Background: an optimization exercise with open tools, aiming at small area, a short achievable clock period and few clock cycles. Do not read the settings as production practice.

## MM
module MM(clk,i,j,reset,read,write,index,read_data,write_data,finish);
	input reset, clk;
	input [19:0]read_data;
	output [19:0]i, j;
	output read, write, index, finish;
	output [39:0]write_data;
	reg rd_o, wr_o, idx_o, fin_o;
	reg [9:0] i_o, j_o, x;
	reg [9:0] rm1, km1, cm1;
	reg hs, alldone, wfin;
	reg q1, q2, q3, q4;
	reg ln, lc, lr, fz;
	reg f1, l1, l2, l3, l4, e1, e2, e3, e4, ld, cm;
	reg [19:0] b;
	reg [39:0] s, c, acc;
	wire hdr   = rd_o & wr_o;
	wire cur_b = rd_o & ~wr_o & idx_o;
	wire cur_a = rd_o & ~wr_o & ~idx_o;
	wire cur_w = wr_o & ~rd_o;
	wire s_h   = hs & hdr;
	wire hold  = hs & ~rd_o;
	wire need_w = q4 & l4;
	wire rd_d  = ~hs | hdr | (~need_w & ~alldone & ~(cur_a & ln));
	wire wr_d  = ~hs | (hdr & ~i_o[1]) | (~hdr & need_w);
	wire fin_d = hs & (fin_o | (cur_w & wfin));
	always @(posedge clk) begin
		rd_o <= rd_d;
		wr_o <= wr_d;
		fin_o <= fin_d;
	end
	always @(posedge clk or posedge reset) begin
		if (reset) begin
			hs <= 1'b0;
			alldone <= 1'b0;
			wfin <= 1'b0;
			q1 <= 1'b0;
			q2 <= 1'b0;
			q3 <= 1'b0;
			q4 <= 1'b0;
		end else begin
			hs <= 1'b1;
			q1 <= cur_a;
			q2 <= q1;
			q3 <= q2;
			q4 <= q3;
			if (cur_a & ln & lc & lr) alldone <= 1'b1;
			if (hs & ~hdr & need_w) wfin <= e4;
		end
	end
	wire [9:0] i_inc = i_o + 10'd1;
	wire [9:0] j_inc = j_o + 10'd1;
	wire [9:0] x_inc = x + 10'd1;
	wire s_a1 = cur_a & ~ln;
	wire s_a2 = cur_a & ln & ~lc;
	wire s_a3 = cur_a & ln & lc;
	wire [9:0] i_d = ({10{s_h & ~i_o[1]}} & i_inc) | ({10{cur_b}} & x) |
	                 ({10{s_a1}} & j_inc) | ({10{hold}} & i_o);
	wire [9:0] j_d = ({10{cur_b}} & i_o) | ({10{s_a1}} & x) |
	                 ({10{s_a2}} & x_inc) | ({10{hold}} & j_o);
	wire idx_d = s_h | cur_a | (hold & idx_o);
	wire [9:0] hdr_m1 = read_data[9:0] - 10'd1;
	always @(posedge clk) begin
		i_o <= i_d;
		j_o <= j_d;
		idx_o <= idx_d;
		if (s_h) begin
  ...
Settings: LEC_CHECK=0, ABC_AREA=1, CAP_MARGIN=20, CORE_MARGIN=2, CORE_UTILIZATION=40, PLACE_DENSITY=0.6, SLEW_MARGIN=20; clock period 10.0 ns.
standard.sh (not shown) runs the stock make flow with config.mk's settings and CLKGATE_MAP_FILE= SYNTH_SCRIPT=/design/flow/synth_recipe.tcl, a recipe that flattens the netlist after the stock synthesis.
==> flow/flow/run.sh <==
#!/bin/bash
# The standard layout, with ORFS's timing repair aiming for a clock period
# well below the design's (the constraints themselves are unchanged), and
# repairing only the worst endpoints.
set -euo pipefail
bash standard.sh SETUP_SLACK_MARGIN=7.0 TNS_END_PERCENT=10 finish > standard_flow.log 2>&1
The baseline passed the timing, design-rule and antenna checks.
Change:
ABC_AREA = unset   (was 1)
What happened: Worst setup slack is about the same; final area drops by a few percent; count of clock-buffer cells in the layout goes down by 2; final cell count is lower by about a fifth; via count decreases by about a fifth; sequential cell count is unchanged; routed wire length goes down by about a fifth; die area shrinks by a few percent.
No functional check of the RTL was part of any run of this note.

========
Setup of run Y:
The RTL this note starts from:
==> flow/design.v <==
module MM(clk,i,j,reset,read,write,index,read_data,write_data,finish);
	input reset, clk;
	input [19:0]read_data;
	output [19:0]i, j;
	output read, write, index, finish;
	output [39:0]write_data;
	reg rd_o, wr_o, idx_o, fin_o;
	reg [9:0] i_o, j_o, x;
	reg [9:0] rr, kk, cc;
	reg hs, alldone, wfin;
	reg q1, q2, q3;
	reg f1, l1, l2, l3, e1, e2, e3, ld;
	reg [19:0] b;
	reg [39:0] s, c, acc;
	wire hdr   = rd_o & wr_o;
	wire cur_b = rd_o & ~wr_o & idx_o;
	wire cur_a = rd_o & ~wr_o & ~idx_o;
	wire cur_w = wr_o & ~rd_o;
	wire [9:0] i_inc = i_o + 10'd1;
	wire [9:0] j_inc = j_o + 10'd1;
	wire [9:0] x_inc = x + 10'd1;
	wire lastn = (j_inc == kk);
	wire lastc = (x_inc == cc);
	wire lastr = (i_inc == rr);
	wire need_w = q3 & l3;
	always @(posedge clk or posedge reset) begin
		if (reset) begin
			rd_o <= 1'b0;
			wr_o <= 1'b0;
			hs <= 1'b0;
			fin_o <= 1'b0;
			alldone <= 1'b0;
			wfin <= 1'b0;
			q1 <= 1'b0;
			q2 <= 1'b0;
			q3 <= 1'b0;
		end else begin
			q1 <= cur_a;
			q2 <= q1;
			q3 <= q2;
			if (!hs) begin
				hs <= 1'b1;
				rd_o <= 1'b1;
				wr_o <= 1'b1;
			end else if (hdr) begin
				if (i_o[1]) begin
					rd_o <= 1'b1;
					wr_o <= 1'b0;
				end
			end else begin
				if (cur_a & lastn & lastc & lastr) alldone <= 1'b1;
				if (need_w) begin
					rd_o <= 1'b0;
					wr_o <= 1'b1;
					wfin <= e3;
				end else if (alldone | (cur_a & lastn & lastc & lastr)) begin
					rd_o <= 1'b0;
					wr_o <= 1'b0;
				end else begin
					rd_o <= 1'b1;
					wr_o <= 1'b0;
				end
				if (cur_w & wfin) fin_o <= 1'b1;
			end
		end
	end
	wire s_h  = hs & hdr;
	wire s_a1 = cur_a & ~lastn;
	wire s_a2 = cur_a & lastn & ~lastc;
	wire s_a3 = cur_a & lastn & lastc;
	wire hold = hs & ~rd_o;
	wire [9:0] i_d = ({10{s_h & ~i_o[1]}} & i_inc) | ({10{cur_b}} & x) |
	                 ({10{s_a1}} & j_inc) | ({10{hold}} & i_o);
	wire [9:0] j_d = ({10{cur_b}} & i_o) | ({10{s_a1}} & x) |
	                 ({10{s_a2}} & x_inc) | ({10{hold}} & j_o);
	wire idx_d = s_h | cur_a | (hold & idx_o);
	always @(posedge clk) begin
		i_o <= i_d;
		j_o <= j_d;
		idx_o <= idx_d;
		if (s_h) begin
			if (i_o[1:0] == 2'd0) rr <= read_data[9:0];
			if (i_o[1:0] == 2'd1) kk <= read_data[9:0];
			if (i_o[1:0] == 2'd2) cc <= read_data[9:0];
			x <= 10'd0;
		end else if (cur_b) begin
			x <= j_o;
		end else if (cur_a) begin
			x <= s_a3 ? i_inc : i_o;
		end
	end
	reg signed [21:0] a2;
	reg [14:0] dg;
	reg [14:0] dg_odd, dg_even;
	reg [2:0] tp, te;
	integer m;
	always @(*) begin
		for (m = 0; m < 5; m = m + 1) begin
			tp = (m == 4) ? b[19:17] : b[4*m+1 +: 3];
			te = (m == 0) ? {b[1:0], 1'b0} : b[4*m-1 +: 3];
			dg_odd[3*m]   = tp[2] & ~(tp[1] & tp[0]);
			dg_odd[3*m+1] = tp[1] ^ tp[0];
			dg_odd[3*m+2] = (tp[2] & ~tp[1] & ~tp[0]) | (~tp[2] & tp[1] & tp[0]);
			dg_even[3*m]   = te[2] & ~(te[1] & te[0]);
			dg_even[3*m+1] = te[1] ^ te[0];
			dg_even[3*m+2] = (te[2] & ~te[1] & ~te[0]) | (~te[2] & te[1] & te[0]);
		end
	end
	always @(posedge clk) begin
		if (cur_b) b <= read_data;
		a2 <= cur_a ? {read_data, 2'b00} : {{2{a2[21]}}, a2[21:2]};
		dg <= cur_a ? dg_odd : (q1 ? dg_even : 15'd0);
		f1 <= (j_o == 10'd0);
		l1 <= lastn;
		e1 <= lastn & lastc & lastr;
		ld <= q1 & f1;
		l2 <= l1;
		e2 <= l1 & e1;
		l3 <= l2;
		e3 <= e2;
	end
	reg [39:0] row [0:4];
	reg [39:0] row5;
	reg [22:0] sel, f;
	always @(*) begin
		row5 = -(40'h11111 << 22);
		for (m = 0; m < 5; m = m + 1) begin
			sel = dg[3*m+1] ? {a2[21], a2} : (dg[3*m+2] ? {a2, 1'b0} : 23'd0);
			f = sel ^ {23{dg[3*m]}};
			row[m] = {17'd0, ~f[22], f[21:0]} << (4*m);
			row5[4*m] = dg[3*m];
		end
	end
	wire [39:0] s1a = row[0] ^ row[1] ^ row[2];
	wire [39:0] c1a = {(row[0][38:0] & row[1][38:0]) | (row[0][38:0] & row[2][38:0]) | (row[1][38:0] & row[2][38:0]), 1'b0};
	wire [39:0] s1b = row[3] ^ row[4] ^ row5;
	wire [39:0] c1b = {(row[3][38:0] & row[4][38:0]) | (row[3][38:0] & row5[38:0]) | (row[4][38:0] & row5[38:0]), 1'b0};
	wire [39:0] s2 = s1a ^ c1a ^ s1b;
	wire [39:0] c2 = {(s1a[38:0] & c1a[38:0]) | (s1a[38:0] & s1b[38:0]) | (c1a[38:0] & s1b[38:0]), 1'b0};
	wire [39:0] s3 = s2 ^ c2 ^ c1b;
	wire [39:0] c3 = {(s2[38:0] & c2[38:0]) | (s2[38:0] & c1b[38:0]) | (c2[38:0] & c1b[38:0]), 1'b0};
	always @(posedge clk) begin
		s <= s3;
		c <= c3;
		acc <= (ld ? 40'd0 : acc) + s + c;
	end
	assign read = rd_o;
	assign write = wr_o;
	assign index = idx_o;
	assign i = {10'd0, i_o};
	assign j = {10'd0, j_o};
	assign finish = fin_o;
	assign write_data = acc;
endmodule
clock: 10.0 ns
lec_check: 0
cap_margin: 20
core_margin: 2
core_utilization: 40
place_density: 0.6
slew_margin: 20
Scripts as last shown in full above: flow/flow/run.sh
Setup changes, run Y to run G
==> flow/flow/run.sh <==
#!/bin/bash
# The standard layout, with ORFS's timing repair aiming for a clock period
# well below the design's (the constraints themselves are unchanged).
set -euo pipefail
bash standard.sh SETUP_SLACK_MARGIN=7.0 finish > standard_flow.log 2>&1
NOTE: total vias in the final route in run G exceeds that of run Y
Compared run G against run Y; total area of multi-input combinational cells within noise.
The higher buffers plus inverters on the worst setup path of run G and run Y is in run Y.
From run Y to run G the numbers moved as follows: number of standard cells in the layout, taps in and fillers out rose by 1.4%, via count of the first global-routing pass now larger.
Final area | run G above run Y
Re cell depth of the worst min-delay path: no difference whatsoever between run Y and run G.
Of run G and run Y, run G shows the lower instance count on the critical path, with run Y above it.
No run of this note included a check of the RTL's function; only the layout flow was run.

afterwards: timing with drivers on the ports:
Ports are ideal in the flow. The routed layouts listed here were re-timed in OpenROAD.
Step 1 assumes that a clkbuf_16 drives the clock port and a buf_2 every other input.
Step 2 also shifts input and output timing later by t, the mid clock arrival at the registers, as if the neighbouring blocks saw the same clock.
Slacks: ideal ports / drivers / drivers and shift; pairs: ideal ports / drivers.
| run | t, ns | setup slack, ns | hold slack, ns |
|---|---|---|---|
| the first run of note 1 | 0.628 | 6.909 / 6.858 / 6.319 | 0.325 / 0.325 / 0.325 |
| the second run of note 1 | 0.613 | 6.908 / 6.879 / 6.344 | 0.328 / 0.328 / 0.328 |
| run Y | 0.617 | 6.322 / 6.319 / 6.322 | 0.328 / 0.328 / 0.328 |
| run G | 0.611 | 6.257 / 6.257 / 6.257 | 0.327 / 0.327 / 0.327 |
After both steps setup and hold are still met in every run listed. For the first run of note 1, which loses most, drivers alone change the setup slack by -0.051 ns; drivers and shift together by -0.590 ns.
